From an optimization exercise on the open Yosys and OpenROAD flow, aimed at small area and a short achievable clock period; shortcuts taken in it are not production practice. Function was checked by simulation only, so behaviour that the tests miss may differ from the original. Power figures rest on the tool's default switching activity, not on a simulated workload.

## constraint.sdc

```tcl
create_clock -name core_clock -period 3.5 [get_ports {clock}]
set_input_delay 0.7000 -clock core_clock [delete_from_list [all_inputs] [get_ports {clock}]]
set_output_delay 0.7000 -clock core_clock [all_outputs]
set_load 0.01 [all_outputs]
```

## config.mk

```make
export PLATFORM = sky130hd
export DESIGN_NAME = fp_adder_16_bit
export DESIGN_NICKNAME = fp_adder_16_bit
export VERILOG_FILES = /design/flow/design.v
export SDC_FILE = /design/flow/constraint.sdc
export NUM_CORES = 4
export LEC_CHECK = 0
export ABC_AREA = 1
export CAP_MARGIN = 20
export CORE_MARGIN = 2
export CORE_UTILIZATION = 40
export CTS_BUF_LIST = sky130_fd_sc_hd__clkbuf_8
export CTS_CLUSTER_SIZE = 40
export SETUP_SLACK_MARGIN = 1.7
export SLEW_MARGIN = 20
```

## design.v

```verilog
module pipe_stage #(parameter W = 1, parameter EN = 1) (
    input clock,
    input [W-1:0] d,
    output [W-1:0] q
);
    generate if (EN) begin : g_reg
        reg [W-1:0] r;
        always @(posedge clock) r <= d;
        assign q = r;
    end else begin : g_wire
        assign q = d;
    end endgenerate
endmodule
module valid_stage #(parameter EN = 1) (
    input clock,
    input reset,
    input d,
    output q
);
    generate if (EN) begin : g_reg
        reg r;
        always @(posedge clock or posedge reset)
            if (reset) r <= 1'b0;
            else       r <= d;
        assign q = r;
    end else begin : g_wire
        assign q = d;
    end endgenerate
endmodule
module fp_adder_16_bit (
    input clock,
    input reset,
    input in_valid,
    input [15:0] operand_a,
    input [15:0] operand_b,
    input final_operation,
    output reg out_valid,
    output reg [15:0] result,
    output reg overflow_flag,
    output reg underflow_flag,
    output reg zero_flag,
    output reg infinity_flag,
    output reg NaN_flag
);
    localparam S1 = 1;    
    localparam S2 = 1;    
    localparam S3 = 1;    
    localparam S4 = 1;    
    localparam S5 = 1;    
    wire        sa = operand_a[15], sb = operand_b[15];
    wire [4:0]  ea = operand_a[14:10], eb = operand_b[14:10];
    wire [9:0]  fa = operand_a[9:0],  fb = operand_b[9:0];
    wire        ha = |fa, hb = |fb;
    wire ea_max = &ea, eb_max = &eb;
    wire inf_c  = (ea_max & ~ha) | (eb_max & ~hb);
    wire nan_c  = (ea_max & ha) | (eb_max & hb);
    wire [5:0]  ediff = {1'b0, ea} - {1'b0, eb};      
    wire        e_lt  = ediff[5];
    wire        e_eq  = (ea == eb);
    wire        f_lt  = (fa < fb);
    wire [4:0]  bexp  = e_lt ? eb : ea;
    wire        flush = e_lt | (ediff[4:0] > 5'd11);
    wire [3:0]  sh    = ediff[3:0];
    wire [9:0]  fa_1, fb_1;
    wire        ha_1, hb_1, sa_1, sb_1, e_lt_1, e_eq_1, f_lt_1;
    wire [4:0]  bexp_1;
    wire [3:0]  sh_1;
    wire        flush_1, fop_1, inf_1, nan_1, v_1;
    pipe_stage #(.W(40), .EN(S1)) r1 (clock,
        {fa, fb, ha, hb, sa, sb, e_lt, e_eq, f_lt, bexp, sh, flush, final_operation, inf_c, nan_c},
        {fa_1, fb_1, ha_1, hb_1, sa_1, sb_1, e_lt_1, e_eq_1, f_lt_1, bexp_1, sh_1, flush_1, fop_1, inf_1, nan_1});
    valid_stage #(.EN(S1)) rv1 (clock, reset, in_valid, v_1);
    wire [10:0] ma_1  = {ha_1, fa_1}, mb_1 = {hb_1, fb_1};
    wire        op_1   = fop_1 ^ sa_1 ^ sb_1;
    wire        zero_1 = ~ha_1 & ~hb_1;
    wire        bsel  = e_eq_1 ? f_lt_1 : e_lt_1;
    wire        sign_1 = bsel ? sb_1 : sa_1;
    wire [10:0] big_1 = bsel ? mb_1 : ma_1;
    wire [13:0] lx    = {mb_1, 3'b000};
    wire [13:0] shx   = lx >> sh_1;
    wire [10:0] por;
    genvar q;
    generate for (q = 0; q < 11; q = q + 1) begin : g_por
        assign por[q] = |mb_1[q:0];
    end endgenerate
    wire [15:0] stk_sel = {3'b000, por, 2'b00};     
    wire [15:0] nz_sel  = {4'b0000, por, 1'b0};     
    wire        stk   = stk_sel[sh_1];
    wire        nz_lo = nz_sel[sh_1];
    wire        fstk  = e_lt_1 ? ha_1 : hb_1;
    wire [13:0] al    = flush_1 ? {13'd0, fstk} :
                        (e_eq_1 & f_lt_1) ? {ma_1, 3'b000} : {shx[13:1], stk};
    wire        z3    = flush_1 ? ~fstk : (e_eq_1 & f_lt_1) ? 1'b1 : ~nz_lo;
    wire        c3    = op_1 & z3;
    wire [13:0] ax    = al ^ {14{op_1}};
    wire        keep  = ~op_1 & ~fop_1;              
    wire [10:0] big_2, axh_2;
    wire [2:0]  al_lo_2;
    wire [4:0]  bexp_2;
    wire        c3_2, op_2, keep_2, sign_2, zero_2, inf_2, nan_2, v_2;
    pipe_stage #(.W(37), .EN(S2)) r2 (clock,
        {big_1, ax[13:3], al[2:0], c3, op_1, keep, bexp_1, sign_1, zero_1, inf_1, nan_1},
        {big_2, axh_2, al_lo_2, c3_2, op_2, keep_2, bexp_2, sign_2, zero_2, inf_2, nan_2});
    valid_stage #(.EN(S2)) rv2 (clock, reset, v_1, v_2);
    wire [11:0] g0 = {big_2 & axh_2, c3_2};
    wire [11:0] p0 = {big_2 ^ axh_2, 1'b0};
    wire [11:0] g1, p1, g2, p2, g3, p3, g4;
    genvar j;
    generate for (j = 0; j < 12; j = j + 1) begin : g_ks
        if (j >= 1) begin : l1
            assign g1[j] = g0[j] | (p0[j] & g0[j-1]);
            assign p1[j] = p0[j] & p0[j-1];
        end else begin : n1
            assign g1[j] = g0[j];
            assign p1[j] = p0[j];
        end
        if (j >= 2) begin : l2
            assign g2[j] = g1[j] | (p1[j] & g1[j-2]);
            assign p2[j] = p1[j] & p1[j-2];
        end else begin : n2
            assign g2[j] = g1[j];
            assign p2[j] = p1[j];
        end
        if (j >= 4) begin : l3
            assign g3[j] = g2[j] | (p2[j] & g2[j-4]);
            assign p3[j] = p2[j] & p2[j-4];
        end else begin : n3
            assign g3[j] = g2[j];
            assign p3[j] = p2[j];
        end
        if (j >= 8) begin : l4
            assign g4[j] = g3[j] | (p3[j] & g3[j-8]);
        end else begin : n4
            assign g4[j] = g3[j];
        end
    end endgenerate
    wire [11:0] hi   = {g4[11], p0[11:1] ^ g4[10:0]};
    wire [2:0]  r_lo = op_2 ? (3'd0 - al_lo_2) : al_lo_2;
    wire        as_  = hi[11] & keep_2;
    wire [13:0] R    = {hi[10:0], r_lo};
    wire [13:0] R_3;
    wire [4:0]  bexp_3;
    wire        as_3, sign_3, zero_3, inf_3, nan_3, v_3;
    pipe_stage #(.W(24), .EN(S3)) r3 (clock,
        {R, as_, bexp_2, sign_2, zero_2, inf_2, nan_2},
        {R_3, as_3, bexp_3, sign_3, zero_3, inf_3, nan_3});
    valid_stage #(.EN(S3)) rv3 (clock, reset, v_2, v_3);
    wire [14:0] T = {as_3, R_3};
    reg  [3:0]  s;
    integer i;
    always @(*) begin
        s = 4'd1;
        for (i = 0; i < 14; i = i + 1)
            if (R_3[i]) s = 4'd14 - i;
        if (as_3) s = 4'd0;
    end
    wire [14:0] tsh = T << {s[3:2], 2'b00};          
    wire [13:0] tsh_4;
    wire [3:0]  s_4;
    wire [4:0]  bexp_4;
    wire        sign_4, zero_4, inf_4, nan_4, v_4;
    pipe_stage #(.W(27), .EN(S4)) r4 (clock,
        {tsh[13:0], s, bexp_3, sign_3, zero_3, inf_3, nan_3},
        {tsh_4, s_4, bexp_4, sign_4, zero_4, inf_4, nan_4});
    valid_stage #(.EN(S4)) rv4 (clock, reset, v_3, v_4);
    wire [13:0] fsh = tsh_4 << s_4[1:0];
    wire [12:0] nm_4 = fsh[13:1];
    wire [4:0]  ne  = bexp_4 + 5'd1 - {1'b0, s_4};
    wire [9:0]  M   = nm_4[12:3];
    wire        inc = nm_4[2] & (nm_4[1] | nm_4[0] | nm_4[3]);
    wire [9:0]  pre;
    genvar k;
    generate for (k = 0; k < 10; k = k + 1) begin : g_pre
        if (k == 0) begin : g0
            assign pre[k] = 1'b1;
        end else begin : gk
            assign pre[k] = &M[k-1:0];
        end
    end endgenerate
    wire [9:0]  mr  = M ^ (pre & {10{inc}});
    wire        m_all1 = &M;
    wire        m_zero = ~|M;
    wire        m_1ff  = (M == 10'h1ff);
    wire        m_200  = (M == 10'h200);
    wire        wr  = inc ? m_1ff : m_200;           
    wire        mrz = inc ? m_all1 : m_zero;         
    wire [9:0]  mr_5;
    wire [4:0]  ne0;
    wire        wr_5, mrz_5, sign_5, zero_5, inf_5, nan_5, v_5;
    pipe_stage #(.W(21), .EN(S5)) r5 (clock,
        {mr, wr, mrz, ne, sign_4, zero_4, inf_4, nan_4},
        {mr_5, wr_5, mrz_5, ne0, sign_5, zero_5, inf_5, nan_5});
    valid_stage #(.EN(S5)) rv5 (clock, reset, v_4, v_5);
    wire [4:0]  ne1 = ne0 + 5'd1;
    wire        ovf = wr_5 ? (ne0 == 5'd30) : (ne0 == 5'd31);
    wire        unf = (ne0 == 5'd0) & mrz_5;
    wire [4:0]  ex  = wr_5 ? ne1 : ne0;
    wire [9:0]  mo  = ovf ? 10'd0 : wr_5 ? 10'd1 : mr_5;
    wire [4:0]  xo  = (inf_5 | nan_5) ? 5'h1f : ex;
    wire [9:0]  fo  = inf_5 ? 10'd0 : nan_5 ? 10'h3ff : mo;
    always @(posedge clock) begin
        result         <= {sign_5, xo, fo};
        overflow_flag  <= ovf;
        underflow_flag <= unf;
        zero_flag      <= zero_5;
        infinity_flag  <= inf_5;
        NaN_flag       <= nan_5;
    end
    always @(posedge clock or posedge reset)
        if (reset) out_valid <= 1'b0;
        else       out_valid <= v_5;
endmodule
```

## run.sh

```bash
#!/bin/bash
# synth_recipe.tcl (not shown) runs the flow's synth.tcl, then flattens the netlist and writes it again
# the make line also repeats each setting of config.mk as NAME=value (left out here)
make -C /OpenROAD-flow-scripts/flow DESIGN_CONFIG=/design/flow/config.mk WORK_HOME=/design/flow/orfs CLKGATE_MAP_FILE= SYNTH_SCRIPT=/design/flow/synth_recipe.tcl finish
```

==> results.tsv, run 1 <==
metric	value	unit
Slew Limit Fails	0	
CP endpoint kind	flip-flop	
WS Path Type	reg2reg	
CP Launch Point	r1.g_reg.r[5]	
initial core utilization	0.404	
Core ar.	0.0178	mm2
dpl ws	767	ps
busiest grt layer	met2	
initial antenna violation count	0	
placed instance count	1121	
TritonRoute pass-1 iters	7	
layout cells sized above 1	0.123	
M2 GR Usage	0.279	
WP data required	3850	ps
clk sink count	176	
Max Cap Viol	0	
vias	5568	
Fmax	562	MHz
# rows	49	
clock slew at reported path FFs	90	ps
post-route insts no fill	1166	
fin nets	999	
Async S/R FF share, synth	0.0341	
Post-synth EDFFs	0	
Syn Nets	928	
min-delay src	r3.g_reg.r[6]	
Tot GR Track Use	0.157	
Relative slew margins	0.653	
Hold Worst Slack	326	ps
Max Buffers Root-to-Sink	2	
Fillers	1717	
Post-synth top flop	dfxtp_1	
Power Density	774	mW/mm2
crit-path max FO	15	
leakage	4.04	nW
Yosys warning count	7	
Slew @ Worst Pin	519	ps
average wire per cell in the routed design	12.9	um
GPL Wtd Cong	0.888	
Fin. Hold Viols	0	
Ports	58	
Setup Skew	16.3	ps
post-route setup slack	1720	ps
met1 GRT Util	0.181	
Syn Area/Cell	8.44	um2
Routed WL	15000	um
die area	0.0191	mm2
chip width	138	um
Post-Syn Area	0.00720	mm2
grt ovf	0	
first-pass GRT wire length	24400	um
number of port buffers	57	
most frequent cells in the layout	dfxtp_1 (163), nand2_1 (163), inv_1 (113)	
vias per inst	4.78	
sequential-to-total area share from yosys stat	0.493	
status	no timing/DRC/antenna violations	
DP Wirelength	11200	um
Distinct cells, synth	55	
worst r2r src	r1.g_reg.r[5]	
Final Cycle Share	0.509	
pin count of the biggest net entering global routing	26	
Worst EP arrival	2130	ps
die height	138	um
Ant. Diodes	0	
area grow syn2layout	20.9	%
min Tclk post-route	1780	ps
Gate Count Post-Synth	853	
maximum VDD drop	0.329	mV
post-synthesis register bit count	176	
RSZ-0062 raised after global routing	true	
H-tree levels	4	
total negative slack	0	ps
Tot Pwr	6.74	mW
clock latency on the worst-skew pair	470	ps
met3 Usage GRT	0.0367	
CTS root buf	clkbuf_8	
worst min-delay path category	reg2reg	
1st-iter DRT viols	328	
Worst setup SP type	flip-flop	
Num CTS Buffers	17	
post-route ant nets	0	
CTS tree	yes	
drt drc	0	
vias in the first global route	5301	
count of final setup violators	0	
logic make-up (layout without fill, tap and decap cells):
logic type,count (synthesis),count (layout),share of synthesized area
and+or+nand+nor,294,296,0.181
muxes,2,2,0.00295
AOI/OAI and AO/OA,161,161,0.127
adders and majority gates,39,39,0.0709
buffers and inverters,145,227,0.0796
DFF,176,176,0.493
xor gates and xnor gates,36,36,0.0448
worst max-delay path: stages (launching register included):
cell and delay, ps:
dfxtp_4 450, clkinvlp_4 210, o21ai_0 280, nor2_1 60, o21ai_0 310, o21ai_0 180
xor2_1 170
cells in the mapped netlist (5+ instances only):
| master | instances | area share |
|---|---|---|
| clkbuf_1 | 9 | 0.0047 |
| inv_1 | 119 | 0.062 |
| o22ai_1 | 6 | 0.0052 |
| nand2_1 | 166 | 0.087 |
| xor2_1 | 27 | 0.033 |
| dfxtp_1 | 170 | 0.47 |
| nor2_1 | 42 | 0.022 |
| nand3_1 | 35 | 0.024 |
| nand4_1 | 7 | 0.0061 |
| xnor2_1 | 8 | 0.0097 |
| a21oi_1 | 51 | 0.035 |
| o21ai_2 | 5 | 0.0061 |
| nor4_1 | 9 | 0.0078 |
| o21ai_1 | 16 | 0.011 |
| buf_2 | 8 | 0.0056 |
| nor3_1 | 13 | 0.0090 |
| dfrtp_1 | 6 | 0.021 |
| o211ai_1 | 9 | 0.0094 |
| ha_1 | 36 | 0.063 |
| o21ai_0 | 50 | 0.035 |
per-stage QoR:
stage           util  cell area, um2
6_report       0.488            8710
2_1_floorplan      -            7280
5_1_grt        0.488            8710
3_3_place_gp   0.451            8040
3_5_place_dp   0.451            8040
4_1_cts        0.476            8490
path summary, 6_finish.rpt:
path                       slack [ps]  cells after the start        endpoint
hold reg to reg                   330                      0   r4.g_reg.r[6]
setup reg to reg                 1720                      6  r2.g_reg.r[15]
max in group asynchronous        2890                      2     rv3.g_reg.r
setup / recovery                 1720                      6  r2.g_reg.r[15]
min in group asynchronous         430                      2       out_valid
hold / removal                    330                      0   r4.g_reg.r[6]
metal layers:
layer  vias up  part of all wire  wire length (um)
li1       2913                 -                 -
met1      2507              0.43              6420
met2       120              0.51              7670
met3        28             0.034               506
met4         0             0.028               414
met5         -                 0                 0
layout make-up:
type	instances	area (um2)	area share
Tap cell	229	287	0.0329
Timing Repair Buffer	71	671	0.0770
Multi-Input combinational cell	534	3280	0.377
Clock inverter	15	170	0.0195
Clock buffer	17	234	0.0269
Sequential cell	176	3570	0.410
Inverter	124	490	0.0563
sequential cells by signal (all words and copies together) (netlist names), 16 cells and up:
| register | count |
|---|---|
| r1.g_reg.r | 40 |
| r2.g_reg.r | 37 |
| r3.g_reg.r | 24 |
| r4.g_reg.r | 27 |
| r5.g_reg.r | 21 |
| result | 16 |
timing repair:
action,CTS,global route
resized for setup,51,54
gates cloned,1,1
pin swaps,4,13
hold buffers,0,0
setup buffers,4,7
endpoints found under the setup margin,61,62
report_power, final:
part	internal, mW	switching (mW)
Combinational	1.01	1.49
Sequential	2.54	0.309
Clock	0.599	0.792
==> run 2: changes to the inputs <==
--- a/config.mk
+++ b/config.mk
@@ -13,3 +13,3 @@
 export CTS_CLUSTER_SIZE = 40
-export SETUP_SLACK_MARGIN = 1.7
+export SETUP_SLACK_MARGIN = 1.9
 export SLEW_MARGIN = 20
==> run 2 against run 1 <==
Against the previous run: still clean on timing, DRC and antenna; first-iteration DRC count shrank 21%; non-clock buffer count grew 30; cell count grew 2.7%; global-route usage grew 0.41 points; combinational power grew 19%; design area grew 5.7%; fmax grew 7.2%; sequential power is essentially flat; sequential share of layout area shrank 2.0 points; power grew 6.9%; critical path type is now reg2out; largest cell class is now multi-input gates.
==> results.tsv, run 2 <==
metric	value	unit
status	no timing/DRC/antenna violations	
most frequent cells after synthesis	dfxtp_1 (170), nand2_1 (166), inv_1 (119)	
Syn Area/Cell	8.44	um2
sequential-to-total area share from yosys stat	0.493	
crit-path cells	buf_2	
drt drc	0	
Tot Pwr	7.21	mW
chip width	138	um
Fmax	602	MHz
worst path bufs/invs	1	
Gate Count Post-Synth	853	
worst r2r src	r4.g_reg.r[9]	
Num CTS Buffers	17	
post-synthesis register bit count	176	
total negative slack	0	ps
Ant. Diodes	0	
count of final setup violators	0	
# rows	49	
Synth top area share	0.472	
number of port buffers	57	
mux share of post-synthesis cell area	0.00295	
Relative slew margins	0.603	
DP Wirelength	11100	um
min-delay src	r4.g_reg.r[2]	
Async S/R FF share, synth	0.0341	
vias	5748	
GPL Wtd Cong	0.889	
clock slew at reported path FFs	100	ps
Routed WL	15700	um
most common cell after layout, fill and taps aside	nand2_1	
CTS tree	yes	
compound-gate portion of the synthesized area	0.127	
TritonRoute pass-1 iters	5	
Fin. Hold Viols	0	
Worst EP arrival	960	ps
Post-Syn Area	0.00720	mm2
post-route ant nets	0	
crit path to	out_valid	
layout cells sized above 1	0.248	
fin nets	1030	
initial antenna violation count	0	
CTS root buf	clkbuf_8	
clock latency on the worst-skew pair	460	ps
RSZ-0062 raised after global routing	true	
most frequent cell after synthesis	dfxtp_1	
H-tree levels	4	
FF-to-FF End	r5.g_reg.r[9]	
Ports	58	
most frequent cells in the layout	nand2_1 (154), dfxtp_1 (153), inv_1 (104)	
pin count of the biggest net entering global routing	20	
Slew Limit Fails	0	
Worst path depth	1	
average wire per cell in the routed design	13.1	um
clk sink count	176	
area grow syn2layout	27.8	%
Final Cycle Share	0.475	
xor and xnor area share after synthesis	0.0448	
1st-iter DRT viols	260	
reg-to-reg slack, setup	1870	ps
die area	0.0191	mm2
Post-Synth Adder-Cell Area	0.0709	
CP Launch Point	out_valid	
max reg flops	40	
Max Cap Viol	0	
Core ar.	0.0178	mm2
CP endpoint kind	primary output	
initial core utilization	0.404	
min Tclk post-route	1660	ps
Max Buffers Root-to-Sink	2	
Syn Nets	928	
Tot GR Track Use	0.162	
Post-synth EDFFs	0	
Worst path top cell family by delay	flip-flops	
maximum VDD drop	0.449	mV
simple-gate share of the synthesized area	0.181	
Synth area leader	dfxtp_1	
die height	138	um
Setup Skew	17.9	ps
WP data required	2800	ps
Finished Core Util	0.516	
Power Density	783	mW/mm2
largest family of logic cells by synthesized area	simple AND/OR/NAND/NOR gates	
Distinct cells, synth	55	
Post-synth top flop	dfxtp_1	
leakage	4.22	nW
WS Path Type	reg2out	
grt ovf	0	
vias in the first global route	5438	
crit-path max FO	1	
post-route setup slack	1840	ps
r2r worst-path depth	10	
Yosys warning count	7	
top flop regs	r1.g_reg.r: 40 flops, r2.g_reg.r: 37 flops, r4.g_reg.r: 27 flops	
Largest Register	r1.g_reg.r	
CP max-delay cell	dfrtp_1	
first-pass GRT wire length	25200	um
vias per inst	4.80	
Worst setup SP type	flip-flop	
CP max stage delay	370	ps
Slew @ Worst Pin	595	ps
worst min-delay path category	reg2reg	
dpl ws	793	ps
Area contributors post-synth	dfxtp_1 (47%), nand2_1 (8.7%), ha_1 (6.3%)	
-- run 2: cell types whose count changed in the layout (fill, tap and decap cells not counted), moves of 8 or more --
| cell | previous run | this run |
|---|---|---|
| dlygate4sd2_1 | 17 | 8 |
| buf_2 | 0 | 23 |
| o21ai_0 | 38 | 23 |
| a21oi_2 | 4 | 12 |
| a21oi_1 | 47 | 38 |
| clkdlybuf4s15_1 | 13 | 0 |
| buf_4 | 11 | 39 |
| nand2_1 | 163 | 154 |
| dfxtp_1 | 163 | 153 |
| inv_1 | 113 | 104 |
-- run 2: repair_timing --
action,CTS,global route
resized for setup,194,99
hold buffers,0,0
endpoints found under the setup margin,88,82
pin swaps,28,36
setup buffers,25,16
cloned,2,2
-- run 2: worst min-delay path by stage --
stage	to	slack, ps	cells past startpoint
after floorplan	r2.g_reg.r[0]	310	0
after global placement	r4.g_reg.r[5]	310	0
after detailed placement	r4.g_reg.r[2]	310	0
after CTS	r5.g_reg.r[2]	330	0
after global routing	r3.g_reg.r[7]	330	0
final	r5.g_reg.r[2]	330	0
-- run 2: stage by stage --
stage | cells | area, um2 | hold WS, ps
2_1_floorplan | 853 | 7310 | 310
3_3_place_gp | 1120 | 8070 | 310
3_5_place_dp | 1120 | 8070 | 312
4_1_cts | 1179 | 8750 | 331
5_1_grt | 1197 | 9200 | 332
6_report | 1197 | 9200 | 329
-- run 2: cells by family (layout without fill, tap and decap cells) --
kind of cell | Yosys count | in the layout
simple gates | 294 | 296
flops | 176 | 176
compound gates | 161 | 161
buf+inv | 145 | 258
fa+ha+maj | 39 | 39
xor+xnor | 36 | 36
mux | 2 | 2
-- run 2: power breakdown --
part	switching, mW	internal, mW
Sequential	0.338	2.55
Combinational	1.69	1.28
Clock	0.817	0.539
Total	2.84	4.37
-- run 2: layer usage --
metal | track usage | routed length, um | vias up
li1 | - | - | 2986
met1 | 0.187 | 6580 | 2634
met2 | 0.286 | 8190 | 105
met3 | 0.0360 | 505 | 23
met4 | 0.0725 | 408 | 0
met5 | 0 | 0 | -
-- run 2: layout make-up --
cell class              count  area [um2]
inverters                 124         499
multi-input cells         534        3600
well taps                 229         287
repair buffers            101         818
flip-flops and latches    176        3590
clock inverters            15         169
fillers                  1685        8640
clock buffers              17         234
repair inverters            1        5.00
==> run 3: changes to the inputs <==
--- a/config.mk
+++ b/config.mk
@@ -13,3 +13,3 @@
 export CTS_CLUSTER_SIZE = 40
-export SETUP_SLACK_MARGIN = 1.9
+export SETUP_SLACK_MARGIN = 1.8
 export SLEW_MARGIN = 20
==> run 3 against run 2 <==
Against the previous run: still clean; area after synthesis stayed put; die area stayed put; design area is 2.6% lower; non-clock buffer count is 9 lower; sequential share of layout area is 0.89 points higher; routed wire length is 1.8% lower; worst hold slack worse by 8.9 ps; flip-flop and latch count stayed put; power is 1.9% lower; largest cell class is now flip-flops and latches; highest routed layer unchanged.
==> results.tsv, run 3 <==
metric	value	unit
status	no timing/DRC/antenna violations	
Worst EP arrival	2040	ps
initial antenna violation count	0	
r2r worst-path depth	12	
post-route ant nets	0	
Ports	58	
WS Path Type	reg2reg	
TritonRoute pass-1 iters	5	
min Tclk post-route	1680	ps
WP data required	3860	ps
Syn Nets	928	
die height	138	um
fin nets	1021	
Async S/R FF share, synth	0.0341	
CP Launch Point	r4.g_reg.r[9]	
Finished Core Util	0.502	
Relative slew margins	0.664	
Area contributors post-synth	dfxtp_1 (47%), nand2_1 (8.7%), ha_1 (6.3%)	
maximum VDD drop	0.499	mV
reg-to-reg slack, setup	1820	ps
power share of the combinational group	0.407	
Yosys warning count	7	
Synth top area share	0.472	
sequential-to-total area share from yosys stat	0.493	
top flop regs	r1.g_reg.r: 40 flops, r2.g_reg.r: 37 flops, r4.g_reg.r: 27 flops	
Power Density	789	mW/mm2
Post-synth top flop	dfxtp_1	
sw power	2.78	mW
Syn Area/Cell	8.44	um2
Switching Share	0.393	
pin count of the biggest net entering global routing	24	
DP Wirelength	11000	um
worst r2r src	r4.g_reg.r[9]	
clock slew at reported path FFs	110	ps
crit-path cells	buf_4 -> nand2_1 -> o21ai_4 -> nand2_2 -> a21oi_2 -> nor2_2 -> nand2_2 -> inv_4 -> buf_12 -> nand2_4 -> nor2_8 -> xor2_2	
initial core utilization	0.404	
clk sink count	176	
most frequent cells after synthesis	dfxtp_1 (170), nand2_1 (166), inv_1 (119)	
GPL Wtd Cong	0.885	
max reg flops	40	
clock latency on the worst-skew pair	460	ps
Gate Count Post-Synth	853	
leakage	4.17	nW
Synth area leader	dfxtp_1	
Min-Delay Path Depth	0	
hold_buf cts	0	
CTS root buf	clkbuf_8	
area grow syn2layout	24.5	%
Fillers	1695	
number of port buffers	57	
Tot Pwr	7.07	mW
worst min-delay path category	reg2reg	
grt ovf	0	
CP endpoint kind	flip-flop	
1st-iter DRT viols	249	
# rows	49	
crit-path max FO	5	
most frequent cells in the layout	nand2_1 (158), dfxtp_1 (158), inv_1 (110)	
CP max-delay cell	dfxtp_4	
Worst path top cell family by delay	simple AND/OR/NAND/NOR gates	
Ant. Diodes	0	
chip width	138	um
average wire per cell in the routed design	13.0	um
RSZ-0062 raised after global routing	true	
Max Buffers Root-to-Sink	2	
Max Cap Viol	0	
worst path bufs/invs	3	
Setup Skew	18.4	ps
fin area	0.00896	mm2
vias per inst	4.84	
count of final setup violators	0	
H-tree levels	4	
vias	5746	
Worst setup SP type	flip-flop	
sequential share of power	0.403	
Fmax	595	MHz
Fin. Hold Viols	0	
first-pass GRT wire length	24500	um
drt drc	0	
FF-to-FF End	r5.g_reg.r[19]	
Slew Limit Fails	0	
Routed WL	15400	um
Core ar.	0.0178	mm2
Num CTS Buffers	17	
vias in the first global route	5356	
crit path to	r5.g_reg.r[19]	
post-synthesis register bit count	176	
FF+latch area	0.00358	mm2
layout cells sized above 1	0.212	
Largest Register	r1.g_reg.r	
clock share of power	0.190	
total negative slack	0	ps
CP max stage delay	370	ps
Slew @ Worst Pin	504	ps
Post-Syn Area	0.00720	mm2
most frequent cell after synthesis	dfxtp_1	
die area	0.0191	mm2
Post-synth EDFFs	0	
Worst path most repeated cell	nand2_2	
Distinct cells, synth	55	
footprint of the multi-input gates	0.00347	mm2
Tot GR Track Use	0.157	
Hold Worst Slack	320	ps
Final Cycle Share	0.480	
CTS tree	yes	
Power Internal	4.29	mW
DP Area	0.00804	mm2
Worst path depth	12	
==> run 3: cell counts after synthesis <==
No cell type changed its count.
==> run 3: worst min-delay path by stage <==
stage | slack (ps) | to | startpoint
2_1_floorplan | 310 | r2.g_reg.r[0] | r1.g_reg.r[0]
3_3_place_gp | 310 | r3.g_reg.r[7] | r2.g_reg.r[7]
3_5_place_dp | 310 | r4.g_reg.r[3] | r3.g_reg.r[3]
4_1_cts | 330 | r4.g_reg.r[6] | r3.g_reg.r[6]
5_1_grt | 330 | r4.g_reg.r[6] | r3.g_reg.r[6]
6_report | 320 | r4.g_reg.r[6] | r3.g_reg.r[6]
==> run 3: per-layer routing <==
layer  track usage  up-vias  part of all wire
li1              -     2972                 -
met1         0.183     2607              0.42
met2         0.279      144              0.52
met3        0.0384       23             0.042
met4        0.0607        0             0.021
met5             0        -                 0
==> run 3: metrics by stage <==
step                      setup slack [ps]  cells
after detailed placement               804   1120
after floorplan                       1540    853
after CTS                             1730   1164
after global routing                  1680   1188
after global placement                 817   1120
final                                 1820   1188
==> run 3: what timing repair did <==
action | in CTS | in global routing
setup buffers | 10 | 23
endpoints found under the setup margin | 77 | 49
gates resized for setup | 145 | 86
pin swaps | 11 | 29
gates cloned | 2 | 1
==> run 3: area by class of cell <==
| class | count | area share |
|---|---|---|
| clock buffer | 17 | 0.0261 |
| clock inverter | 15 | 0.0181 |
| inverter | 124 | 0.0555 |
| multi-input combinational | 534 | 0.387 |
| sequential | 176 | 0.399 |
| tap | 229 | 0.0320 |
| timing repair buffer | 92 | 0.0818 |
| timing repair inverter | 1 | 0.000558 |
==> run 3: power by group through the flow <==
stage	Clock, mW	Sequential, mW	Combinational [mW]
floorplan	0	2.80	1.79
global placement	0	2.90	2.33
detailed placement	0	2.91	2.34
CTS	1.39	2.85	2.37
global route	1.49	2.91	3.25
finish	1.34	2.85	2.88
==> run 3: kinds of logic after synthesis <==
family / Yosys count / share of synthesized area
AO/OA/AOI/OAI: 161 / 0.127
XOR/XNOR: 36 / 0.0448
adder cells (fa/ha/maj): 39 / 0.0709
buffers and inverters: 145 / 0.0796
flip-flops: 176 / 0.493
multiplexers: 2 / 0.00295
AND/OR/NAND/NOR: 294 / 0.181
==> run 4: changes to the inputs <==
--- a/config.mk
+++ b/config.mk
@@ -7,3 +7,2 @@
 export LEC_CHECK = 0
-export ABC_AREA = 1
 export CAP_MARGIN = 20
@@ -13,3 +12,3 @@
 export CTS_CLUSTER_SIZE = 40
-export SETUP_SLACK_MARGIN = 1.8
+export SETUP_SLACK_MARGIN = 1.5
 export SLEW_MARGIN = 20
==> run 4 against run 3 <==
Against the previous run: first-iteration DRC count is 35% lower; cell count down 14%; clock skew is 2.3 ps lower; largest power group is now sequential cells; critical path type unchanged.
==> results.tsv, run 4 <==
metric	value	unit
status	no timing/DRC/antenna violations	
average wire per cell in the routed design	14.3	um
vias	5085	
Yosys warning count	7	
clk sink count	176	
max reg flops	40	
Fillers	1574	
Max Cap Viol	0	
maximum VDD drop	0.323	mV
Synth area leader	dfxtp_1	
top flop regs	r1.g_reg.r: 40 flops, r2.g_reg.r: 37 flops, r4.g_reg.r: 27 flops	
clock slew at reported path FFs	90	ps
CP max-delay cell	or4_4	
Final Cycle Share	0.569	
Syn Nets	779	
met1 WL	6370	um
Routed WL	14600	um
Async S/R FF share, synth	0.0341	
# rows	48	
Slew Limit Fails	0	
Setup Skew	16.2	ps
fin nets	856	
post-route ant nets	0	
grt ovf	0	
most common cell after layout, fill and taps aside	dfxtp_1	
die height	137	um
CP endpoint kind	flip-flop	
Area contributors post-synth	dfxtp_1 (48%), ha_1 (6.3%), mux2i_1 (4.2%)	
Fin. Hold Viols	0	
pin count of the biggest net entering global routing	23	
Post-synth top flop	dfxtp_1	
Distinct cells, synth	63	
CTS root buf	clkbuf_8	
leakage	3.72	nW
most frequent cell after synthesis	dfxtp_1	
vias per inst	4.99	
Post-synth EDFFs	0	
WS Path Type	reg2reg	
Largest Register	r1.g_reg.r	
Syn Area/Cell	10.1	um2
chip width	137	um
Worst setup SP type	flip-flop	
detailed route wirelength on metal3	385	um
first-pass GRT wire length	23800	um
total negative slack	0	ps
Worst path most repeated cell	or4_4	
met2 routed wirelength	7600	um
sequential-to-total area share from yosys stat	0.499	
worst min-delay path category	reg2reg	
Tot GR Track Use	0.161	
Relative slew margins	0.579	
WP data required	3830	ps
min Tclk post-route	1990	ps
Tot Pwr	6.46	mW
initial antenna violation count	0	
Num CTS Buffers	17	
Ports	58	
post-synthesis register bit count	176	
CTS tree	yes	
Fmax	502	MHz
Power Density	748	mW/mm2
drt drc	0	
crit-path max FO	3	
highest metal used	met4	
DP Wirelength	10800	um
TritonRoute pass-1 iters	7	
Worst EP arrival	2320	ps
Gate Count Post-Synth	704	
Slew @ Worst Pin	626	ps
vias in the first global route	5063	
initial core utilization	0.410	
number of port buffers	57	
Ant. Diodes	0	
GPL Wtd Cong	0.901	
Post-Syn Area	0.00712	mm2
most frequent cells after synthesis	dfxtp_1 (170), nor2_1 (57), inv_1 (55)	
area grow syn2layout	21.3	%
Synth top area share	0.478	
RSZ-0062 raised after global routing	true	
die area	0.0189	mm2
count of final setup violators	0	
CP max stage delay	530	ps
1st-iter DRT viols	163	
H-tree levels	4	
layout cells sized above 1	0.160	
hold_buf cts	0	
Max Buffers Root-to-Sink	2	
crit-path cells	or4_4 -> or4_4 -> o311ai_4 -> nand3_1 -> o21ai_2 -> o21ai_1	
Core ar.	0.0174	mm2
clock latency on the worst-skew pair	450	ps
most frequent cells in the layout	dfxtp_1 (158), nor2_1 (57), inv_1 (52)	
run 4: cell types whose count changed in the layout (fill, tap and decap cells not counted), sizes merged, moves of 23 or more:
cell / previous run / this run
nand2: 172 / 39
inv: 130 / 63
buf: 59 / 19
o21ai: 71 / 36
mux2i: 1 / 31
nand3: 37 / 9
mux2: 1 / 25
dlygate4sd2: 4 / 27
run 4: cell type report:
class,instances,area [um2],area share
clock inverters,15,166,0.0193
multi-input cells,451,3430,0.398
clock buffers,17,234,0.0271
well taps,225,282,0.0326
repair buffers,78,698,0.0809
inverters,57,239,0.0277
flip-flops and latches,176,3580,0.415
run 4: critical path, delay by kind of cell, from the launching register on:
family | cells | cell delay, ps
flops | 1 | 350
compound gates | 3 | 410
simple gates | 3 | 1120
run 4: path summary, 6_finish.rpt:
check	startpoint	to	slack [ps]	cells past startpoint
max	r1.g_reg.r[23]	r2.g_reg.r[12]	1510	6
min	r4.g_reg.r[1]	r5.g_reg.r[1]	330	0
max reg2reg	r1.g_reg.r[23]	r2.g_reg.r[12]	1510	6
max in group asynchronous	reset	out_valid	2880	2
min in group asynchronous	reset	rv2.g_reg.r	450	2
min reg2reg	r4.g_reg.r[1]	r5.g_reg.r[1]	330	0
run 4: logic make-up after synthesis:
logic type | share of synthesized area
buf+inv | 0.0445
simple gates | 0.112
compound gates | 0.138
xor+xnor | 0.0443
flops | 0.499
fa+ha+maj | 0.0717
mux | 0.0900
run 4: metal layers:
layer  GRT usage  up-vias
li1            -     2614
met1       0.184     2358
met2       0.294       99
met3      0.0335       14
met4      0.0567        0
met5           0        -
run 4: timing repair:
action | in CTS | in global routing
endpoints found under the setup margin | 54 | 17
gates resized for setup | 53 | 24
setup buffers | 8 | 10
pin swaps | 7 | 11
cloned | 0 | 0
run 4: stage by stage:
| stage | instance area (um2) | worst slack (ps) | hold WS [ps] | instances | utilization |
|---|---|---|---|---|---|
| after floorplan | 7170 | 1480 | 310 | 704 | - |
| after global placement | 7940 | 620 | 310 | 969 | 0.458 |
| after detailed placement | 7940 | 541 | 312 | 969 | 0.458 |
| after CTS | 8460 | 1440 | 334 | 1009 | 0.487 |
| after global routing | 8630 | 1460 | 336 | 1019 | 0.497 |
| final | 8630 | 1510 | 332 | 1019 | 0.497 |
run 4: power by group:
| part | leakage [nW] | switching (mW) | internal [mW] |
|---|---|---|---|
| clock network | 0.200 | 0.800 | 0.540 |
| registers | 1.49 | 0.399 | 2.51 |
| logic | 2.03 | 1.14 | 1.06 |
==> run 5: changes to the inputs <==
--- a/config.mk
+++ b/config.mk
@@ -12,2 +12,3 @@
 export CTS_CLUSTER_SIZE = 40
+export PLACE_DENSITY = 0.45
 export SETUP_SLACK_MARGIN = 1.5
==> run 5 against run 4 <==
Against the previous run: still clean; area after synthesis unchanged; design area up 2.6%; worst hold slack worse by 2.2 ps; synthesized cell count is the same.
==> results.tsv, run 5 <==
metric	value	unit
fin area	0.00886	mm2
Relative slew margins	0.580	
Tot GR Track Use	0.169	
most common cell after layout, fill and taps aside	dfxtp_1	
DP Area	0.00797	mm2
post-route insts no fill	1031	
Worst EP arrival	2400	ps
Slew Limit Fails	0	
Final Cycle Share	0.578	
fin nets	868	
worst min-delay path category	reg2reg	
vias per inst	4.99	
post-route ant nets	0	
CP max-delay cell	dfxtp_4	
post-route setup slack	1480	ps
Max Buffers Root-to-Sink	2	
Gate Count Post-Synth	704	
clock share of power	0.208	
Post-synth EDFFs	0	
maximum VDD drop	0.422	mV
Switching Share	0.358	
# rows	48	
Ant. Diodes	0	
CP max stage delay	400	ps
most frequent cells in the layout	dfxtp_1 (154), nor2_1 (57), inv_1 (53)	
Ports	58	
Finished Core Util	0.510	
initial core utilization	0.410	
Power Internal	4.47	mW
hold_buf cts	0	
grt ovf	0	
sw power	2.49	mW
Distinct cells, synth	63	
status	no timing/DRC/antenna violations	
max reg flops	40	
average wire per cell in the routed design	14.9	um
leakage	3.84	nW
1st-iter DRT viols	234	
Synth area leader	dfxtp_1	
total negative slack	0	ps
clock slew at reported path FFs	100	ps
crit-path cells	buf_4 -> mux2i_4 -> mux2i_2 -> nand2_2 -> nor3_4 -> mux2_2 -> a21oi_1	
first-pass GRT wire length	24700	um
vias	5146	
Async S/R FF share, synth	0.0341	
area grow syn2layout	24.4	%
post-synthesis register bit count	176	
Setup Skew	13.8	ps
clk sink count	176	
Area contributors post-synth	dfxtp_1 (48%), ha_1 (6.3%), mux2i_1 (4.2%)	
Fmax	494	MHz
Power Density	785	mW/mm2
Core ar.	0.0174	mm2
chip width	137	um
pin count of the biggest net entering global routing	23	
drt drc	0	
layout cells sized above 1	0.191	
DP Wirelength	11600	um
min Tclk post-route	2020	ps
most frequent cell after synthesis	dfxtp_1	
Max Cap Viol	0	
CP endpoint kind	flip-flop	
GPL Wtd Cong	0.894	
top flop regs	r1.g_reg.r: 40 flops, r2.g_reg.r: 37 flops, r4.g_reg.r: 27 flops	
die height	137	um
Routed WL	15400	um
crit-path max FO	7	
Worst path top cell family by delay	multiplexers	
power share of the combinational group	0.368	
CTS tree	yes	
placed instance count	972	
Post-Syn Area	0.00712	mm2
WP data required	3880	ps
Yosys warning count	7	
Worst setup SP type	flip-flop	
WS Path Type	reg2reg	
CTS root buf	clkbuf_8	
clock latency on the worst-skew pair	450	ps
initial antenna violation count	0	
most frequent cells after synthesis	dfxtp_1 (170), nor2_1 (57), inv_1 (55)	
die area	0.0189	mm2
dpl ws	590	ps
count of final setup violators	0	
vias in the first global route	5138	
worst path bufs/invs	1	
H-tree levels	4	
Slew @ Worst Pin	626	ps
Post-synth top flop	dfxtp_1	
RSZ-0062 raised after global routing	true	
sequential-to-total area share from yosys stat	0.499	
Syn Nets	779	
Num CTS Buffers	17	
Fin. Hold Viols	0	
TritonRoute pass-1 iters	4	
Syn Area/Cell	10.1	um2
Largest Register	r1.g_reg.r	
Synth top area share	0.478	
number of port buffers	57	
sequential share of power	0.424	
[run 5: cell counts after synthesis]
No cell type changed its count.
[run 5: cell type report]
cell class                 instances  area (um2)
fill                            1636        8500
sequential                       176        3590
multi-input combinational        451        3510
timing repair buffer              90         810
tap                              225         282
inverter                          57         243
clock buffer                      17         234
clock inverter                    15         193
[run 5: power by group through the flow]
stage          Clock [mW]  Combinational (mW)  Sequential (mW)
2_1_floorplan           0                1.58             2.82
3_3_place_gp            0                2.10             2.97
3_5_place_dp            0                2.13             2.98
4_1_cts              1.50                2.14             2.94
5_1_grt              1.60                2.83             3.02
6_report             1.45                2.56             2.95
[run 5: cells by family after synthesis]
family | share of synthesized area
AO/OA/AOI/OAI | 0.138
buffers and inverters | 0.0445
flip-flops | 0.499
multiplexers | 0.0900
adder cells (fa/ha/maj) | 0.0717
XOR/XNOR | 0.0443
AND/OR/NAND/NOR | 0.112
[run 5: timing repair]
action,CTS,global route
setup buffers,8,19
endpoints found under the setup margin,55,19
gates resized for setup,50,54
pin swaps,10,13
[run 5: layer usage]
layer	share of wire	global-route usage	wire length, um	up-vias
met1	0.47	0.215	7250	2396
met4	0.023	0.0653	346	0
met2	0.47	0.274	7200	95
met5	0	0	0	-
met3	0.036	0.0445	552	25
li1	-	-	-	2630
[run 5: path summary, 6_finish.rpt]
check	from	to	slack, ps	cells after the start
worst max-delay path	r4.g_reg.r[10]	r5.g_reg.r[16]	1480	7
worst min-delay path	r3.g_reg.r[7]	r4.g_reg.r[7]	330	0
worst max register to register	r4.g_reg.r[10]	r5.g_reg.r[16]	1480	7
worst min register to register	r3.g_reg.r[7]	r4.g_reg.r[7]	330	0
max in group asynchronous	reset	rv2.g_reg.r	2880	2
min in group asynchronous	reset	rv5.g_reg.r	440	2
[run 5: through the flow]
| step | total power [mW] | hold WS (ps) |
|---|---|---|
| floorplan | 4.40 | 310 |
| global placement | 5.07 | 311 |
| detailed placement | 5.10 | 312 |
| CTS | 6.57 | 331 |
| global route | 7.44 | 337 |
| finish | 6.95 | 330 |
==> run 6: changes to the inputs <==
--- a/config.mk
+++ b/config.mk
@@ -12,3 +12,3 @@
 export CTS_CLUSTER_SIZE = 40
-export PLACE_DENSITY = 0.45
+export PLACE_DENSITY = 0.8
 export SETUP_SLACK_MARGIN = 1.5
==> run 6 against run 5 <==
Against the previous run: still clean on timing, DRC and antenna; clock power decreased by 9.7%; critical endpoint is now r5.g_reg.r[10]; combinational power fell by 16%; largest cell class unchanged; setup slack lost 8.0 ps; critical path type unchanged; first-iteration DRC count increased by 4.7%; design area decreased by 3.8%; power down 8.5%; synthesized cell count stayed put.
==> results.tsv, run 6 <==
metric	value	unit
chip width	137	um
vias per inst	5.01	
Tot Pwr	6.36	mW
mux share of post-synthesis cell area	0.0900	
post-route insts no fill	1013	
Ports	58	
die area	0.0189	mm2
Final Cycle Share	0.581	
Syn Area/Cell	10.1	um2
status	no timing/DRC/antenna violations	
initial antenna violation count	0	
Area contributors post-synth	dfxtp_1 (48%), ha_1 (6.3%), mux2i_1 (4.2%)	
reg-to-reg slack, setup	1470	ps
Routed WL	13300	um
drt drc	0	
Ant. Diodes	0	
# rows	48	
leakage	3.68	nW
Yosys warning count	7	
count of final setup violators	0	
post-route setup slack	1470	ps
Power Density	747	mW/mm2
initial core utilization	0.410	
Post-Syn Area	0.00712	mm2
min-delay src	r4.g_reg.r[0]	
vias in the first global route	4837	
min Tclk post-route	2030	ps
pin count of the biggest net entering global routing	23	
Syn Nets	779	
simple-gate share of the synthesized area	0.112	
RSZ-0062 raised after global routing	true	
first-pass GRT wire length	21800	um
1st-iter DRT viols	245	
dpl ws	603	ps
post-route ant nets	0	
largest family of logic cells by synthesized area	compound AO/OA/AOI/OAI gates	
FF+latch area	0.00358	mm2
worst r2r src	r4.g_reg.r[10]	
Tot GR Track Use	0.147	
GPL Wtd Cong	0.930	
Distinct cells, synth	63	
crit-path max FO	12	
H-tree levels	4	
sequential-to-total area share from yosys stat	0.499	
Num CTS Buffers	17	
number of port buffers	57	
Setup Skew	9.61	ps
Relative slew margins	0.590	
Largest Register	r1.g_reg.r	
clock slew at reported path FFs	90	ps
Worst setup SP type	flip-flop	
footprint of the multi-input gates	0.00340	mm2
Max Cap Viol	0	
Async S/R FF share, synth	0.0341	
DP Wirelength	9650	um
met3 Usage GRT	0.0401	
M2 GR Usage	0.264	
layout cells sized above 1	0.151	
Synth area leader	dfxtp_1	
clk sink count	176	
CTS tree	yes	
Post-synth top flop	dfxtp_1	
Fmax	492	MHz
most frequent cells after synthesis	dfxtp_1 (170), nor2_1 (57), inv_1 (55)	
compound-gate portion of the synthesized area	0.138	
grt ovf	0	
die height	137	um
area grow syn2layout	19.6	%
Post-synth EDFFs	0	
vias	5073	
Max Buffers Root-to-Sink	2	
total negative slack	0	ps
WS Path Type	reg2reg	
average wire per cell in the routed design	13.1	um
Slew Limit Fails	0	
most frequent cells in the layout	dfxtp_1 (160), nor2_1 (57), inv_1 (54)	
Fin. Hold Viols	0	
most common cell after layout, fill and taps aside	dfxtp_1	
Post-Synth Adder-Cell Area	0.0717	
busiest grt layer	met2	
met1 GRT Util	0.162	
clock latency on the worst-skew pair	460	ps
Synth top area share	0.478	
Gate Count Post-Synth	704	
max reg flops	40	
post-synthesis register bit count	176	
FF-to-FF End	r5.g_reg.r[10]	
fin nets	850	
worst min-delay path category	reg2reg	
Worst EP arrival	2410	ps
CP endpoint kind	flip-flop	
Core ar.	0.0174	mm2
placed instance count	969	
TritonRoute pass-1 iters	4	
maximum VDD drop	0.496	mV
Slew @ Worst Pin	611	ps
Min-Delay Path Depth	0	
Fillers	1549	
WP data required	3880	ps
xor and xnor area share after synthesis	0.0443	
Worst Hold End	r5.g_reg.r[0]	
top flop regs	r1.g_reg.r: 40 flops, r2.g_reg.r: 37 flops, r4.g_reg.r: 27 flops	
most frequent cell after synthesis	dfxtp_1	
r2r worst-path depth	6	
CTS root buf	clkbuf_8	
## run 6: cell counts after synthesis
No cell type changed its count.
## run 6: kinds of logic (layout without fill, tap and decap cells)
logic type,Yosys count,count (layout)
multiplexers,58,58
AND/OR/NAND/NOR,164,164
flip-flops,176,176
XOR/XNOR,36,36
AO/OA/AOI/OAI,154,154
adder cells (fa/ha/maj),39,39
buffers and inverters,77,161
## run 6: metrics by stage
stage	hold slack, ps	instance area, um2	util
2_1_floorplan	310	7170	-
3_3_place_gp	310	7940	0.458
3_5_place_dp	312	7940	0.458
4_1_cts	334	8420	0.485
5_1_grt	338	8520	0.491
6_report	329	8520	0.491
## run 6: area by class of cell
class                      instances  area share
tap                              225      0.0331
clock inverter                    15      0.0163
timing repair buffer              72      0.0773
clock buffer                      17      0.0275
inverter                          57      0.0272
multi-input combinational        451       0.399
sequential                       176       0.420
## run 6: power by group
group,internal [mW],total (mW),switching [mW]
Combinational,1.06,2.15,1.09
Clock,0.527,1.31,0.780
Sequential,2.51,2.91,0.398
Total,4.09,6.36,2.27
## run 6: worst max-delay path by stage
stage	to	cells after the start	start	slack [ps]
after floorplan	r1.g_reg.r[10]	9	operand_b[11]	1480
after global placement	r1.g_reg.r[8]	9	operand_b[11]	630
after detailed placement	r1.g_reg.r[8]	9	operand_b[11]	600
after CTS	r5.g_reg.r[16]	7	r4.g_reg.r[10]	1510
after global routing	r5.g_reg.r[16]	6	r4.g_reg.r[10]	1410
final	r5.g_reg.r[10]	6	r4.g_reg.r[10]	1470
## run 6: metal layers
layer | up-vias | part of all wire
li1 | 2600 | -
met1 | 2354 | 0.42
met2 | 109 | 0.52
met3 | 10 | 0.044
met4 | 0 | 0.0091
met5 | - | 0
## run 6: what timing repair did
action | CTS | global route
gates resized for setup | 50 | 20
pin swaps | 10 | 7
gates cloned | 0 | 0
hold buffers | 0 | 0
buffers inserted | 8 | 4
endpoints found under the hold margin | 0 | 0
endpoints found under the setup margin | 53 | 16
## run 6: critical path: stages (launching register included)
cell	delay (ps)
dfxtp_4	470
buf_4	230
mux2_2	370
nor2_1	120
a21oi_1	120
or3_1	400
a221oi_2	230
==> run 7: changes to the inputs <==
--- a/config.mk
+++ b/config.mk
@@ -11,4 +11,4 @@
 export CTS_BUF_LIST = sky130_fd_sc_hd__clkbuf_8
-export CTS_CLUSTER_SIZE = 40
-export PLACE_DENSITY = 0.8
+export CTS_CLUSTER_DIAMETER = 500
+export CTS_CLUSTER_SIZE = 100
 export SETUP_SLACK_MARGIN = 1.5
==> run 7 against run 6 <==
Against the previous run: highest routed layer unchanged; flip-flop and latch count did not move; critical path depth is the same; clock power hardly changed; via count up 0.24%; still clean; non-clock buffer count rose by 6; power grew 1.4%; die area is the same; fmax grew 2.1%; area after synthesis is the same; synthesized cell count stayed put; sequential share of layout area shrank 0.51 points; count of clock-buffer cells in the layout unchanged.
==> results.tsv, run 7 <==
metric	value	unit
status	no timing/DRC/antenna violations	
max reg flops	40	
initial antenna violation count	0	
Num CTS Buffers	17	
met1 GRT Util	0.184	
Syn Nets	779	
WP data required	3830	ps
Fin. Hold Viols	0	
post-route ant nets	0	
Ant. Diodes	0	
Async S/R FF share, synth	0.0341	
Largest Register	r1.g_reg.r	
Setup Skew	16.2	ps
H-tree levels	4	
Area contributors post-synth	dfxtp_1 (48%), ha_1 (6.3%), mux2i_1 (4.2%)	
Tot Pwr	6.46	mW
crit-path max FO	3	
clk sink count	176	
busiest grt layer	met2	
WS Path Type	reg2reg	
DP Wirelength	10800	um
area grow syn2layout	21.3	%
Ports	58	
placed instance count	969	
fin nets	856	
vias	5085	
footprint of the multi-input gates	0.00343	mm2
Synth top area share	0.478	
most frequent cells after synthesis	dfxtp_1 (170), nor2_1 (57), inv_1 (55)	
# rows	48	
Yosys warning count	7	
CP endpoint kind	flip-flop	
Worst setup SP type	flip-flop	
post-synthesis register bit count	176	
top flop regs	r1.g_reg.r: 40 flops, r2.g_reg.r: 37 flops, r4.g_reg.r: 27 flops	
Fmax	502	MHz
average wire per cell in the routed design	14.3	um
GPL Wtd Cong	0.901	
Fillers	1574	
hold_buf cts	0	
Max Cap Viol	0	
sequential-to-total area share from yosys stat	0.499	
Final Cycle Share	0.569	
Post-synth top flop	dfxtp_1	
leakage	3.72	nW
CTS root buf	clkbuf_8	
die area	0.0189	mm2
Power Density	748	mW/mm2
grt ovf	0	
total negative slack	0	ps
Post-Syn Area	0.00712	mm2
clock latency on the worst-skew pair	450	ps
reg-to-reg slack, setup	1510	ps
post-route insts no fill	1019	
Finished Core Util	0.497	
Gate Count Post-Synth	704	
FF+latch area	0.00358	mm2
pin count of the biggest net entering global routing	23	
layout cells sized above 1	0.160	
Slew @ Worst Pin	626	ps
Core ar.	0.0174	mm2
Routed WL	14600	um
most frequent cell after synthesis	dfxtp_1	
Worst EP arrival	2320	ps
M2 GR Usage	0.294	
die height	137	um
clock slew at reported path FFs	90	ps
count of final setup violators	0	
Synth area leader	dfxtp_1	
1st-iter DRT viols	163	
Tot GR Track Use	0.161	
first-pass GRT wire length	23800	um
r2r worst-path depth	6	
initial core utilization	0.410	
met3 Usage GRT	0.0335	
most frequent cells in the layout	dfxtp_1 (158), nor2_1 (57), inv_1 (52)	
vias per inst	4.99	
RSZ-0062 raised after global routing	true	
worst min-delay path category	reg2reg	
vias in the first global route	5063	
Syn Area/Cell	10.1	um2
number of port buffers	57	
maximum VDD drop	0.323	mV
CTS tree	yes	
most common cell after layout, fill and taps aside	dfxtp_1	
Distinct cells, synth	63	
Relative slew margins	0.579	
chip width	137	um
Post-synth EDFFs	0	
drt drc	0	
Max Buffers Root-to-Sink	2	
TritonRoute pass-1 iters	7	
Min-Delay Path Depth	0	
Slew Limit Fails	0	
min Tclk post-route	1990	ps
run 7: path summary, 6_finish.rpt:
path / start / to
max in group asynchronous: reset / out_valid
worst min-delay path: r4.g_reg.r[1] / r5.g_reg.r[1]
worst max register to register: r1.g_reg.r[23] / r2.g_reg.r[12]
worst max-delay path: r1.g_reg.r[23] / r2.g_reg.r[12]
min in group asynchronous: reset / rv2.g_reg.r
worst min register to register: r4.g_reg.r[1] / r5.g_reg.r[1]
run 7: layer usage:
| layer | routed length, um | up-vias |
|---|---|---|
| li1 | - | 2614 |
| met1 | 6370 | 2358 |
| met2 | 7600 | 99 |
| met3 | 385 | 14 |
| met4 | 218 | 0 |
| met5 | 0 | - |
run 7: stage by stage:
stage               setup WS, ps  hold slack [ps]  area (um2)
floorplan                   1480              310        7170
finish                      1510              332        8630
global route                1460              336        8630
detailed placement           541              312        7940
CTS                         1440              334        8460
global placement             620              310        7940
run 7: critical path, stage by stage, from the launching register on:
cell and delay (ps):
dfxtp_4 350, or4_4 530, or4_4 460, o311ai_4 230, nand3_1 130, o21ai_2 100
o21ai_1 80
run 7: where the power goes:
| group | internal (mW) | switching, mW | leakage [nW] | total [mW] |
|---|---|---|---|---|
| logic | 1.06 | 1.14 | 2.03 | 2.20 |
| registers | 2.51 | 0.399 | 1.49 | 2.91 |
| clock network | 0.540 | 0.800 | 0.200 | 1.34 |
| total | 4.11 | 2.34 | 3.72 | 6.46 |
run 7: logic make-up (layout without fill, tap and decap cells):
kind of cell | Yosys count | count (layout) | synth area share
buffers and inverters | 77 | 167 | 0.0445
flip-flops | 176 | 176 | 0.499
multiplexers | 58 | 58 | 0.0900
AO/OA/AOI/OAI | 154 | 154 | 0.138
adder cells (fa/ha/maj) | 39 | 39 | 0.0717
AND/OR/NAND/NOR | 164 | 164 | 0.112
XOR/XNOR | 36 | 36 | 0.0443
run 7: what timing repair did:
item                       CTS  global route
setup endpoints to repair   54            17
resized for setup           53            24
setup buffers                8            10
pin swaps                    7            11
run 7: area by class of cell:
class / instances / area share
flip-flops and latches: 176 / 0.415
multi-input cells: 451 / 0.398
well taps: 225 / 0.0326
repair buffers: 78 / 0.0809
inverters: 57 / 0.0277
clock inverters: 15 / 0.0193
clock buffers: 17 / 0.0271
==> run 8: changes to the inputs <==
--- a/config.mk
+++ b/config.mk
@@ -10,5 +10,5 @@
 export CORE_UTILIZATION = 40
-export CTS_BUF_LIST = sky130_fd_sc_hd__clkbuf_8
-export CTS_CLUSTER_DIAMETER = 500
-export CTS_CLUSTER_SIZE = 100
+export CTS_BUF_LIST = sky130_fd_sc_hd__clkbuf_16
+export CTS_CLUSTER_DIAMETER = 300
+export CTS_CLUSTER_SIZE = 80
 export SETUP_SLACK_MARGIN = 1.5
==> run 8 against run 7 <==
Against the previous run: count of clock-buffer cells in the layout stayed put; synthesized cell count stayed put; design area is 2.8% higher; power is 8.5% higher; setup slack worse by 21 ps; still clean on timing, DRC and antenna; critical path type unchanged; first-iteration DRC count is 5.5% higher; critical endpoint unchanged; sequential power hardly changed; critical path depth stayed put; clock skew is 3.8 ps lower; global-route usage is 0.20 points higher; routed wire length is 0.75% higher.
==> results.tsv, run 8 <==
metric	value	unit
status	no timing/DRC/antenna violations	
Synth area leader	dfxtp_1	
number of port buffers	57	
Core ar.	0.0174	mm2
Worst EP arrival	2320	ps
Power Density	790	mW/mm2
compound-gate portion of the synthesized area	0.138	
GPL Wtd Cong	0.901	
Distinct cells, synth	63	
mux share of post-synthesis cell area	0.0900	
grt ovf	0	
CP max-delay cell	or4_4	
DP Wirelength	10800	um
Post-synth top flop	dfxtp_1	
Async S/R FF share, synth	0.0341	
die height	137	um
initial core utilization	0.410	
top flop regs	r1.g_reg.r: 40 flops, r2.g_reg.r: 37 flops, r4.g_reg.r: 27 flops	
dpl ws	541	ps
most frequent cells in the layout	dfxtp_1 (159), nor2_1 (57), inv_1 (52)	
power share of the combinational group	0.324	
chip width	137	um
worst min-delay path category	reg2reg	
Fillers	1538	
most frequent cells after synthesis	dfxtp_1 (170), nor2_1 (57), inv_1 (55)	
crit-path cells	or4_4 -> or4_4 -> o311ai_4 -> nand3_1 -> o21ai_2 -> o21ai_1	
Syn Nets	779	
CTS tree	yes	
1st-iter DRT viols	172	
maximum VDD drop	0.396	mV
sw power	2.42	mW
area grow syn2layout	24.6	%
layout cells sized above 1	0.157	
CP endpoint kind	flip-flop	
Worst path most repeated cell	or4_4	
Max Cap Viol	0	
# rows	48	
pin count of the biggest net entering global routing	23	
Synth top area share	0.478	
Yosys warning count	7	
initial antenna violation count	0	
Tot GR Track Use	0.163	
crit-path max FO	6	
clock slew at reported path FFs	70	ps
Slew Limit Fails	0	
simple-gate share of the synthesized area	0.112	
clock latency on the worst-skew pair	430	ps
drt drc	0	
average wire per cell in the routed design	14.5	um
max reg flops	40	
Setup Skew	12.4	ps
die area	0.0189	mm2
Gate Count Post-Synth	704	
CTS root buf	clkbuf_16	
most common cell after layout, fill and taps aside	dfxtp_1	
post-route ant nets	0	
Max Buffers Root-to-Sink	2	
WP data required	3810	ps
vias	5109	
min Tclk post-route	2010	ps
Area contributors post-synth	dfxtp_1 (48%), ha_1 (6.3%), mux2i_1 (4.2%)	
Relative slew margins	0.573	
fin nets	851	
RSZ-0062 raised after global routing	true	
Post-Synth Adder-Cell Area	0.0717	
Ports	58	
Power Internal	4.59	mW
WS Path Type	reg2reg	
H-tree levels	4	
TritonRoute pass-1 iters	4	
sequential share of power	0.417	
xor and xnor area share after synthesis	0.0443	
placed instance count	969	
Syn Area/Cell	10.1	um2
CP max stage delay	530	ps
Num CTS Buffers	17	
Fin. Hold Viols	0	
clock share of power	0.259	
Largest Register	r1.g_reg.r	
Worst setup SP type	flip-flop	
first-pass GRT wire length	24000	um
Final Cycle Share	0.575	
vias in the first global route	5096	
total negative slack	0	ps
Post-synth EDFFs	0	
largest family of logic cells by synthesized area	compound AO/OA/AOI/OAI gates	
post-synthesis register bit count	176	
Fmax	497	MHz
Switching Share	0.345	
count of final setup violators	0	
vias per inst	5.04	
sequential-to-total area share from yosys stat	0.499	
post-route setup slack	1490	ps
Ant. Diodes	0	
clk sink count	176	
Post-Syn Area	0.00712	mm2
post-route insts no fill	1014	
Slew @ Worst Pin	636	ps
Routed WL	14700	um
most frequent cell after synthesis	dfxtp_1	
leakage	3.98	nW
## run 8: cell counts after synthesis
No cell type changed its count.
## run 8: worst max-delay path, delay by kind of cell (launching register included)
kind / cells / cell delay, ps
flip-flops: 1 / 370
AND/OR/NAND/NOR: 3 / 1120
AO/OA/AOI/OAI: 3 / 400
## run 8: area by class of cell
class,instances,area (um2),share of cell area
multi-input combinational,451,3450,0.389
sequential,176,3580,0.403
clock inverter,15,166,0.0188
tap,225,282,0.0317
inverter,57,234,0.0264
timing repair buffer,73,737,0.0830
clock buffer,17,425,0.0479
## run 8: timing repair
action / in CTS / in global routing
buffers inserted: 7 / 6
resized for setup: 36 / 48
hold buffers: 0 / 0
pin swaps: 7 / 10
endpoints found under the setup margin: 33 / 37
## run 8: through the flow
| step | cell area [um2] | power (mW) | util | hold slack [ps] |
|---|---|---|---|---|
| finish | 8870 | 7.01 | 0.511 | 327 |
| global route | 8870 | 7.45 | 0.511 | 329 |
| CTS | 8670 | 6.93 | 0.499 | 328 |
| detailed placement | 7940 | 5.03 | 0.458 | 312 |
| global placement | 7940 | 4.98 | 0.458 | 310 |
| floorplan | 7170 | 4.40 | - | 310 |
## run 8: final timing paths
| kind | from | end | slack (ps) | cells after the start |
|---|---|---|---|---|
| max reg2reg | r1.g_reg.r[23] | r2.g_reg.r[12] | 1490 | 6 |
| max | r1.g_reg.r[23] | r2.g_reg.r[12] | 1490 | 6 |
| min reg2reg | r4.g_reg.r[1] | r5.g_reg.r[1] | 330 | 0 |
| min | r4.g_reg.r[1] | r5.g_reg.r[1] | 330 | 0 |
| min in group asynchronous | reset | rv2.g_reg.r | 470 | 2 |
| max in group asynchronous | reset | out_valid | 2850 | 2 |
## run 8: power by group through the flow
stage / combinational [mW] / sequential [mW] / clock, mW
floorplan: 1.58 / 2.82 / 0
global placement: 2.02 / 2.96 / 0
detailed placement: 2.05 / 2.98 / 0
CTS: 2.16 / 2.91 / 1.87
global route: 2.51 / 2.99 / 1.94
finish: 2.27 / 2.92 / 1.82
## run 8: per-layer routing
metal | wire length (um) | GRT usage
met5 | 0 | 0
met4 | 316 | 0.0739
met3 | 434 | 0.0298
met2 | 7610 | 0.294
met1 | 6320 | 0.186
## run 8: logic make-up (layout without fill, tap and decap cells)
logic type	after synthesis	in the layout
flops	176	176
simple gates	164	164
compound gates	154	154
buf+inv	77	162
mux	58	58
fa+ha+maj	39	39
xor+xnor	36	36

[what the ideal ports hide]
In the flow no input, the clock included, has a driving cell. The finished layouts below were timed again as built, in two steps.
Step 1 sets driving cells, clkbuf_16 on the clock port and buf_2 on the other inputs (assumed; they add their load-dependent delay and slew).
Step 2, shift: input delay + t, output delay - t, t = (earliest + latest rising clock arrival at the registers) / 2. This alone moves slack from input paths to output paths.
Slacks: ideal / step 1 / step 2; pairs: ideal / step 1.
run	t, ns	slack for setup (ns)	worst hold slack (ns)	clock arrival spread, ns	cell pins on the clock port's net
run 1	0.502	1.720 / 1.712 / 1.257	0.326 / 0.326 / 0.326	0.017 / 0.017	1
run 2	0.486	1.839 / 1.801 / 1.398	0.329 / 0.329 / 0.329	0.019 / 0.018	1
run 3	0.486	1.819 / 1.805 / 1.348	0.320 / 0.320 / 0.320	0.023 / 0.023	1
run 4	0.475	1.509 / 1.509 / 1.064	0.332 / 0.332 / 0.332	0.018 / 0.018	1
run 5	0.481	1.476 / 1.476 / 1.050	0.330 / 0.330 / 0.330	0.016 / 0.016	1
run 6	0.495	1.468 / 1.468 / 1.029	0.329 / 0.329 / 0.329	0.012 / 0.013	1
run 7	0.475	1.509 / 1.509 / 1.064	0.332 / 0.332 / 0.332	0.018 / 0.018	1
run 8	0.463	1.488 / 1.488 / 1.108	0.327 / 0.327 / 0.327	0.013 / 0.013	1
After both steps every run listed still meets setup and hold. For run 3, which loses most, drivers alone change the setup slack by -0.014 ns; drivers and shift together by -0.471 ns.
